Context: an optimization exercise on an open-source flow, tuned for a short achievable clock period and few clock cycles. The choices shown serve that exercise and are no tape-out recipe.
The clock input has no modelled driver; a real chip could not lean on it and would need a root buffer or a full tree.
Power is estimated from default activity; no workload was simulated.

== job 101 ==
Design top, start of the top module:
module top (
    input logic clk,
    input logic reset,
    output logic [4:0] curr_inst_addr,
    input logic [15:0] curr_inst,
    output logic write_enable_dmem,
    output logic [3:0] write_addr_dmem,
    output logic [7:0] write_data_dmem,
    output logic halted
);
Size: roughly 24,000 sq um of cells after synthesis.
clock: 4.2 ns
lec_check: 0
cap_margin: 20
core_margin: 2
core_utilization: 40
setup_slack_margin: 3.0
slew_margin: 20
synth_hierarchical: 1
synth_minimum_keep_size: 0
standard.sh (not shown) runs the stock make flow with config.mk's settings and CLKGATE_MAP_FILE= SYNTH_SCRIPT=/design/flow/synth_recipe.tcl, a recipe that flattens the netlist after the stock synthesis.
==> flow/flow/run.sh <==
#!/bin/bash
# Own flow: the standard layout (standard.sh) with two changes:
#  - the clock tree is built by flow/pre_cts.tcl (a two-level balanced tree)
#    instead of TritonCTS;
#  - full- and half-adder cells are added to DONT_USE_CELLS (flow/dont_use.txt
#    is the platform's list plus those), so abc maps adders as plain gates.
# Every tool's output goes to the ORFS logs under orfs/logs and to standard.log.
set -euo pipefail
export PRE_CTS_TCL="$PWD/flow/pre_cts.tcl"
du="$(tr '\n' ' ' < flow/dont_use.txt)"
sed "s|\"\${@:-finish}\"|DONT_USE_CELLS=\"$du\" \"\${@:-finish}\"|" standard.sh > standard_nofa.sh
bash standard_nofa.sh ${FLOW_STANDARD_TARGETS:-} > standard.log 2>&1
Other scripts of this flow, unchanged in this note and not shown: flow/flow/dont_use.txt, flow/flow/mycts.tcl, flow/flow/pre_cts.tcl
### job 101 -> job 102
--- a/flow/design.v
+++ b/flow/design.v
@@ -32,42 +32,21 @@
   assign halt_now = (is_halt && !(d_v && (d_br || d_halt)) && !ex_br) ||
                     (d_v && d_halt && !ex_br) || ex_halt;
   assign halted_d = reset ? (cap && is_halt) : (halted || halt_now);
 endmodule
 `timescale 1ns / 1ps
 module add8 (
     input  logic [7:0] a,
     input  logic [7:0] b,
     output logic [7:0] s
 );
-  logic [7:0] g0, p0, g1, p1, g2, p2, g3;
-  assign g0 = a & b;
-  assign p0 = a ^ b;
-  always_comb begin
-    g1[0] = g0[0];
-    p1[0] = p0[0];
-    for (int i = 1; i < 8; i++) begin
-      g1[i] = g0[i] | (p0[i] & g0[i-1]);
-      p1[i] = p0[i] & p0[i-1];
-    end
-    for (int i = 0; i < 2; i++) begin
-      g2[i] = g1[i];
-      p2[i] = p1[i];
-    end
-    for (int i = 2; i < 8; i++) begin
-      g2[i] = g1[i] | (p1[i] & g1[i-2]);
-      p2[i] = p1[i] & p1[i-2];
-    end
-    for (int i = 0; i < 4; i++) g3[i] = g2[i];
-    for (int i = 4; i < 8; i++) g3[i] = g2[i] | (p2[i] & g2[i-4]);
-  end
-  assign s = p0 ^ {g3[6:0], 1'b0};
+  assign s = a + b;
 endmodule
 `timescale 1ns / 1ps
 module brres (
     input  logic [7:0] a,
     input  logic [7:0] b,
     input  logic br,
     input  logic pred,
     input  logic reset,
     output logic taken,
     output logic mispredict
@@ -226,43 +205,38 @@
   logic ex_wr, ex_add, ex_br, ex_halt, ex_pred, ex_bpa;
   logic [3:0] ex_dst;
   logic [15:0] ex_we;   
   logic [7:0] ex_a, ex_b, ex_l;
   logic [4:0] ex_alt;   
   logic [31:0] ex_bpc;   
   logic bu_v, bu_t;
   logic [31:0] bu_a;
   logic w_v;
   logic [15:0] w_we;
-  logic [7:0] w_d;
+  logic [7:0] w_s, w_l, w_d;   
+  logic w_add;
   logic st_v;
   logic [3:0] st_a;
   logic [7:0] st_d;
   logic [15:0] st_we;   
   assign curr_inst_addr = pc;
   assign write_enable_dmem = st_v;
   assign write_addr_dmem = st_a;
   assign write_data_dmem = st_d;
   assign halted = halted_r;
-  logic [7:0] sum, res;
+  logic [7:0] sum;
   logic taken;
   add8 add (
       .a(ex_a),
       .b(ex_b),
       .s(sum)
   );
-  mux2 #(8) res_mux (
-      .d0(ex_l),
-      .d1(sum),
-      .s (ex_add),
-      .y (res)
-  );
   logic mispredict;
   logic mispredict_c;   
   logic taken_c;
   brres cmp_c (
       .a(ex_a),
       .b(ex_b),
       .br(ex_br),
       .pred(ex_pred),
       .reset(reset),
       .taken(taken_c),
@@ -270,20 +244,21 @@
   );
   brres cmp (
       .a(ex_a),
       .b(ex_b),
       .br(ex_br),
       .pred(ex_pred),
       .reset(reset),
       .taken(taken),
       .mispredict(mispredict)
   );
+  assign w_d = w_add ? w_s : w_l;
   logic [7:0] a_e, b_e, s_e, a_n, b_n, s_n, dmb;
   always_comb begin
     a_e = (ex_l & {8{d_ra_l}}) | (w_d & {8{d_ra_w}});
     b_e = (ex_l & {8{d_rb_l}}) | (w_d & {8{d_rb_w}});
     s_e = (ex_l & {8{d_st_l}}) | (w_d & {8{d_st_w}}) | (d_k8 & {8{d_st_k}});
     dmb = 8'd0;
     for (int j = 0; j < 16; j++) begin
       a_e = a_e | (rf[j] & {8{d_ra_r[j]}});
       b_e = b_e | (rf[j] & {8{d_rb_r[j]}});
       s_e = s_e | (rf[j] & {8{d_st_r[j]}});
@@ -457,21 +432,23 @@
     ex_bpa <= d_pred ? bp_t[d_pc1] : bp_t[d_tgt];
     ex_bpc <= 32'd1 << d_pc;
     st_a <= d_sta;
     st_we <= 16'd1 << d_sta;
     st_d <= s_n;
   end
   always_ff @(posedge clk) begin
     bu_t <= taken_c;
     bu_a <= ex_bpc;
     w_we <= ex_we;
-    w_d <= res;
+    w_s <= sum;
+    w_l <= ex_l;
+    w_add <= ex_add;
   end
   always_ff @(posedge clk)
     for (int i = 0; i < 16; i++)
       if (reset) rf[i] <= 8'd0;
       else if (w_v && w_we[i]) rf[i] <= w_d;
   always_ff @(posedge clk)
     for (int i = 0; i < 16; i++)
       if (reset) dm[i] <= 8'd0;
       else if (st_v && st_we[i]) dm[i] <= st_d;
 endmodule
### Flow results
- Compared with job 101, in job 102 time the final worst path needs with I/O delays and setup up 60 ps; number of antenna violations at the first check in global routing increased by 1 relative to the old numbers; wire length shows a reduction of about 6.4%.
- On wire length of the first global-routing pass: between job 102 and job 101, it ends up lower for job 102.
- Against job 101, job 102 comes in 60 ps lower on least setup slack across all paths after layout.
- Relative to job 101, the synthesized cell count measured on job 102 has decreased by a few percent.
- No stage failed in job 102, and the final checks on the layout all came back clean.
- Peak ir drop on the vdd network in job 102 vs job 101: down about 17%
- met5 as the highest signal layer in the routed design was reported by job 101, and met4 by job 102.
Function was not checked in any run of this note: the RTL went through the layout flow alone. No run of this note takes its clock network from TritonCTS; it comes from the design's own scripts or RTL.


top, a different RTL version from the one above (not shown whole).
For scale: about 2500 cells after synthesis, roughly 37 I/O pins, roughly 22000 sq um of cells after synthesis.
==> flow/config.mk <==
export PLATFORM = sky130hd
export DESIGN_NAME = top
export DESIGN_NICKNAME = top
export VERILOG_FILES = /design/flow/design.v
export SDC_FILE = /design/flow/constraint.sdc
export NUM_CORES = 8
export LEC_CHECK = 0
export CAP_MARGIN = 20
export CORE_MARGIN = 2
export CORE_UTILIZATION = 40
export SETUP_SLACK_MARGIN = 3.0
export SLEW_MARGIN = 20
export SYNTH_HIERARCHICAL = 1
export SYNTH_MINIMUM_KEEP_SIZE = 0
==> flow/constraint.sdc <==
create_clock -name core_clock -period 4.2 [get_ports {clk}]
set_input_delay 0.8400 -clock core_clock [delete_from_list [all_inputs] [get_ports {clk}]]
set_output_delay 0.8400 -clock core_clock [all_outputs]
set_load 0.01 [all_outputs]
==> flow/flow/run.sh <==
#!/bin/bash
# Own flow: the standard layout (standard.sh) with two changes:
#  - the clock tree is built by flow/pre_cts.tcl (a two-level balanced tree,
#    see flow/mycts.tcl) instead of TritonCTS;
#  - the cells in flow/dont_use.txt are kept out of synthesis and timing
#    repair: the platform's own DONT_USE_CELLS list, plus full and half adders,
#    slow 3- and 4-input OR/NOR and AOI/OAI cells, 4-input muxes and delay
#    cells, so that abc and the resizer build the logic from faster cells.
# Every tool's output goes to the ORFS logs under orfs/logs and to standard.log.
set -euo pipefail
export PRE_CTS_TCL="$PWD/flow/pre_cts.tcl"
du="$(tr '\n' ' ' < flow/dont_use.txt)"
sed "s|\"\${@:-finish}\"|DONT_USE_CELLS=\"$du\" \"\${@:-finish}\"|" standard.sh > standard_du.sh
bash standard_du.sh ${FLOW_STANDARD_TARGETS:-} > standard.log 2>&1
Other scripts of this flow, unchanged in this note and not shown: flow/flow/dont_use.txt, flow/flow/mycts.tcl, flow/flow/pre_cts.tcl
==> next run, changes <==
--- a/flow/design.v
+++ b/flow/design.v
@@ -99,16 +99,25 @@
 module ao21 (
     input  logic a,
     input  logic b,
     input  logic c,
     output logic y
 );
   assign y = a | (b & c);
 endmodule
+module andn #(
+    parameter int WIDTH = 5
+) (
+    input  logic [WIDTH - 1:0] a,
+    input  logic b,
+    output logic [WIDTH - 1:0] y
+);
+  assign y = a & ~{WIDTH{b}};
+endmodule
 `timescale 1ns / 1ps
 module bpsel (
     input logic [31:0] bp,
     input logic [4:0] a,
     output logic y
 );
   logic [31:0] oh;
   always_comb
@@ -225,35 +234,36 @@
   logic d_dm_r, d_dm_s;   
   logic d_rep;   
   logic [4:0] d_pc1, d_tgt, d_pc;
   logic [15:0] d_ra;
   logic d_ra_r, d_rb_r, d_st_r;
   logic d_ra_s, d_ra_l, d_ra_w;
   logic d_rb_s, d_rb_l, d_rb_w;
   logic d_st_s, d_st_l, d_st_w, d_st_k;
-  logic ex_wr, ex_add, ex_br, ex_halt, ex_pred, ex_bpa;
+  logic ex_wr, ex_add, ex_br, ex_halt, ex_pred;
   logic [3:0] ex_dst;
   logic [15:0] ex_we;   
   logic [7:0] ex_a, ex_b, ex_l;
   logic [1:0] ex_ne;   
   logic [4:0] ex_alt;   
   logic [31:0] ex_bpc;   
   logic bu_v, bu_t;
   logic [31:0] bu_a;
   logic w_v;
   logic [15:0] w_we;
   logic [7:0] w_d;
   logic st_v;
   logic [3:0] st_a;
   logic [7:0] st_d;
-  logic [7:0] st_d_o;   
+  logic st_v_o;   
+  logic [7:0] st_d_o;
   logic [15:0] st_we;   
   assign curr_inst_addr = pc_o;
-  assign write_enable_dmem = st_v;
+  assign write_enable_dmem = st_v_o;
   assign write_addr_dmem = st_a;
   assign write_data_dmem = st_d_o;
   assign halted = halted_r;
   logic [7:0] sum, res;
   logic taken;
   add8 add (
       .a(ex_a),
       .b(ex_b),
@@ -400,28 +410,35 @@
       .d0(pc_f),
       .d1(ex_alt),
       .s (mispredict),
       .y (pc_od)
   );
   logic seq_ok;
   assign seq_ok = !mispredict && !take && !reset && !replay;
   ao21 bp_ao (
-      .a((mispredict && ex_bpa) || (replay && !reset && d_pred)),
+      .a(mispredict || (replay && !reset && d_pred)),
       .b(seq_ok),
       .c(bp_seq),
       .y(bp_d)
   );
+  logic st_v_od;
+  andn #(1) st_v_gate (
+      .a(!reset && d_v && d_st && !replay),
+      .b(mispredict),
+      .y(st_v_od)
+  );
   logic f_ok, d_ok;
   assign f_ok = !halted_r && !(d_v && d_halt) && !ex_halt && !mispredict && !replay;
   assign d_ok = d_v && !mispredict && !replay;
   logic [4:0] pc1;
   assign pc1 = pc + 5'd1;
   always_ff @(posedge clk) begin
     pc <= pc_d;
+    st_v_o <= st_v_od;
     pc_o <= pc_od;
     bp_cur <= bp_d;
     halted_r <= halted_d;
     if (reset) begin
       r0cap <= cap;
       d_v <= cap;
       ex_wr <= 1'b0;
       ex_br <= 1'b0;
@@ -473,17 +490,16 @@
     ex_dst <= d_dst;
     ex_we <= 16'd1 << d_dst;
     ex_a <= a_n;
     ex_b <= b_n;
     ex_ne <= {(a_e[7:4] ^ b_e[7:4]) != 4'd0, (a_e[3:0] ^ b_e[3:0]) != 4'd0};
     ex_l <= l_n;
     ex_pred <= d_pred;
     ex_alt <= d_pred ? d_pc1 : d_tgt;
-    ex_bpa <= d_pred ? bp_t[d_pc1] : bp_t[d_tgt];
     ex_bpc <= 32'd1 << d_pc;
     st_a <= d_sta;
     st_we <= 16'd1 << d_sta;
     st_d <= s_n;
     st_d_o <= s_n_o;
   end
   always_ff @(posedge clk) begin
     bu_t <= taken;
Effect: Power is lower by 3.9%. Register-to-register slack improves by 0.06 ns. Sequential power is lower by about 0.7%. Wire length falls by 10%. Clock skew shrinks by 0.044 ns.
Function was not checked in any run of this note: the RTL went through the layout flow alone. No run of this note takes its clock network from TritonCTS; it comes from the design's own scripts or RTL.


Setup of the baseline:
top, a different RTL version from the one above (not shown whole).
Size: roughly 0.021 mm² of cells after synthesis.
clock: 4.2 ns
lec_check: 0
cap_margin: 20
core_margin: 2
core_utilization: 40
setup_slack_margin: 3.0
slew_margin: 20
synth_hierarchical: 1
synth_minimum_keep_size: 0
==> flow/flow/run.sh <==
#!/bin/bash
# Own flow: the standard layout (standard.sh) with two changes:
#  - the clock tree is built by flow/pre_cts.tcl (a two-level balanced tree)
#    instead of TritonCTS;
#  - full- and half-adder cells are added to DONT_USE_CELLS (flow/dont_use.txt
#    is the platform's list plus those), so abc maps adders as plain gates.
# Every tool's output goes to the ORFS logs under orfs/logs and to standard.log.
set -euo pipefail
export PRE_CTS_TCL="$PWD/flow/pre_cts.tcl"
du="$(tr '\n' ' ' < flow/dont_use.txt)"
sed "s|\"\${@:-finish}\"|DONT_USE_CELLS=\"$du\" \"\${@:-finish}\"|" standard.sh > standard_nofa.sh
bash standard_nofa.sh ${FLOW_STANDARD_TARGETS:-} > standard.log 2>&1
Other scripts of this flow, unchanged in this note and not shown: flow/flow/dont_use.txt, flow/flow/mycts.tcl, flow/flow/pre_cts.tcl
Modified inputs, the candidate compared to the baseline
diff --git a/flow/design.v b/flow/design.v
--- a/flow/design.v
+++ b/flow/design.v
@@ -173,13 +173,12 @@
     output logic [7:0] write_data_dmem,
     output logic halted
 );
   logic [7:0] rf[16];
   logic [7:0] dm[16];
   logic [4:0] pc;
-  logic [4:0] pc_o;   
   logic halted_r;
   logic [31:0] bp_t;
   logic bp_cur;   
   logic d_v, d_st, d_add, d_br, d_halt, d_wr, d_imm, d_pred;
   logic [7:0] d_k8;
   logic [3:0] d_dst, d_sta;
@@ -201,53 +200,39 @@
   logic [15:0] w_we;
   logic [7:0] w_d;
   logic st_v;
   logic [3:0] st_a;
   logic [7:0] st_d;
   logic [15:0] st_we;   
-  assign curr_inst_addr = pc_o;
+  assign curr_inst_addr = pc;
   assign write_enable_dmem = st_v;
   assign write_addr_dmem = st_a;
   assign write_data_dmem = st_d;
   assign halted = halted_r;
-  logic [7:0] sum, sum2, res;
-  logic taken, taken2;
+  logic [7:0] sum, res;
+  logic taken;
   add8 add (
       .a(ex_a),
       .b(ex_b),
       .s(sum)
   );
-  add8 add2 (
-      .a(ex_a),
-      .b(ex_b),
-      .s(sum2)
-  );
   mux2 #(8) res_mux (
       .d0(ex_l),
-      .d1(sum2),
+      .d1(sum),
       .s (ex_add),
       .y (res)
   );
-  logic mispredict, mispredict2;   
+  logic mispredict;
   brres cmp (
       .a(ex_a),
       .b(ex_b),
       .br(ex_br),
       .pred(ex_pred),
       .reset(reset),
-      .taken(taken2),
-      .mispredict(mispredict)
-  );
-  brres cmp2 (
-      .a(ex_a),
-      .b(ex_b),
-      .br(ex_br),
-      .pred(ex_pred),
-      .reset(reset),
       .taken(taken),
-      .mispredict(mispredict2)
+      .mispredict(mispredict)
   );
   logic [7:0] rfa, rfb, a_e, b_e, s_e, a_n, b_n, s_n, dmb;
   always_comb begin
     rfa = 8'd0;
     rfb = 8'd0;
     dmb = 8'd0;
@@ -271,13 +256,13 @@
       .d1(sum),
       .s (d_rb_s),
       .y (b_n)
   );
   mux2 #(8) s_mux (
       .d0(s_e),
-      .d1(sum2),
+      .d1(sum),
       .s (d_st_s),
       .y (s_n)
   );
   logic [7:0] m_n;
   assign m_n = d_fwm ? st_d : dmb;
   logic is_st, is_ld, is_add, is_br, is_halt, f_wr;
@@ -354,27 +339,19 @@
   mux2 #(6) pc_mux (
       .d0({bp_f, pc_f}),
       .d1({ex_bpa, ex_alt}),
       .s (mispredict),
       .y ({bp_d, pc_d})
   );
-  logic [4:0] pc_od;
-  mux2 #(5) pc_mux_o (
-      .d0(pc_f),
-      .d1(ex_alt),
-      .s (mispredict),
-      .y (pc_od)
-  );
   logic f_ok, d_ok;
-  assign f_ok = !halted_r && !(d_v && d_halt) && !ex_halt && !mispredict2;
-  assign d_ok = d_v && !mispredict2;
+  assign f_ok = !halted_r && !(d_v && d_halt) && !ex_halt && !mispredict;
+  assign d_ok = d_v && !mispredict;
   logic [4:0] pc1;
   assign pc1 = pc + 5'd1;
   always_ff @(posedge clk) begin
     pc <= pc_d;
-    pc_o <= pc_od;
     bp_cur <= bp_d;
     halted_r <= halted_d;
     if (reset) begin
       r0cap <= cap;
       d_v <= cap;
       ex_wr <= 1'b0;
[summary]
- Looking at the baseline and the candidate, the proportion of total power due to net switching is a wash.
- The baseline -> the candidate: total negative setup slack delta 0, exact match
- The static leakage power of the candidate was superior to that of the baseline.
- Taking the baseline as the reference, in the candidate final total power fell about 0.32%; number of non-filler instances in the completed layout decreased 149.
- On maximum cell stage delay along the critical path, the lower figure sits with the candidate, not the baseline.
- Re setup slack: the candidate is 0.094 ns up on the baseline.
- [the candidate] transition time at the pin with the least slew margin fell 0.15 ns relative to the baseline
Function was not checked in any run of this note: the RTL went through the layout flow alone. No run of this note takes its clock network from TritonCTS; it comes from the design's own scripts or RTL.

static timing again, ports no longer ideal:
The flow's constraints put no driver on any port. The routed layouts listed below were extracted and timed again, unchanged, in two steps. Step 1 sets driving cells, clkbuf_16 on the clock port and buf_2 on the other inputs (assumed; they add their load-dependent delay and slew). Step 2 adds t to the input delays and takes it off the output delays; t is the mean of the earliest and latest rising clock arrival at the registers after step 1. Input paths then give back, and output paths get back, about the clock's delay inside the block. Three values: ideal, step 1, step 2; two values: the first two.
run	t, ns	slack for setup (ns)	worst setup path at the end	latest minus earliest clock arrival (ns)	slew at the worst register clock pin (ns)
job 101	0.505	2.316 / 2.263 / 1.977	input to register	0.045 / 0.044	0.11 / 0.11
job 102	0.506	2.257 / 2.149 / 1.871	input to register	0.059 / 0.059	0.12 / 0.12
the first run of note 2	0.487	2.314 / 2.314 / 1.933	input to register	0.069 / 0.068	0.11 / 0.11
the second run of note 2	0.485	2.372 / 2.372 / 1.906	input to register	0.032 / 0.032	0.11 / 0.11
the baseline	0.489	2.177 / 2.177 / 1.967	input to register	0.055 / 0.054	0.10 / 0.10
the candidate	0.462	2.271 / 2.252 / 2.031	input to register	0.038 / 0.039	0.10 / 0.10
After both steps every run listed still meets setup and hold. The setup slack of the second run of note 2, which loses most, moves by 0.000 ns with the drivers and by -0.466 ns with both steps.
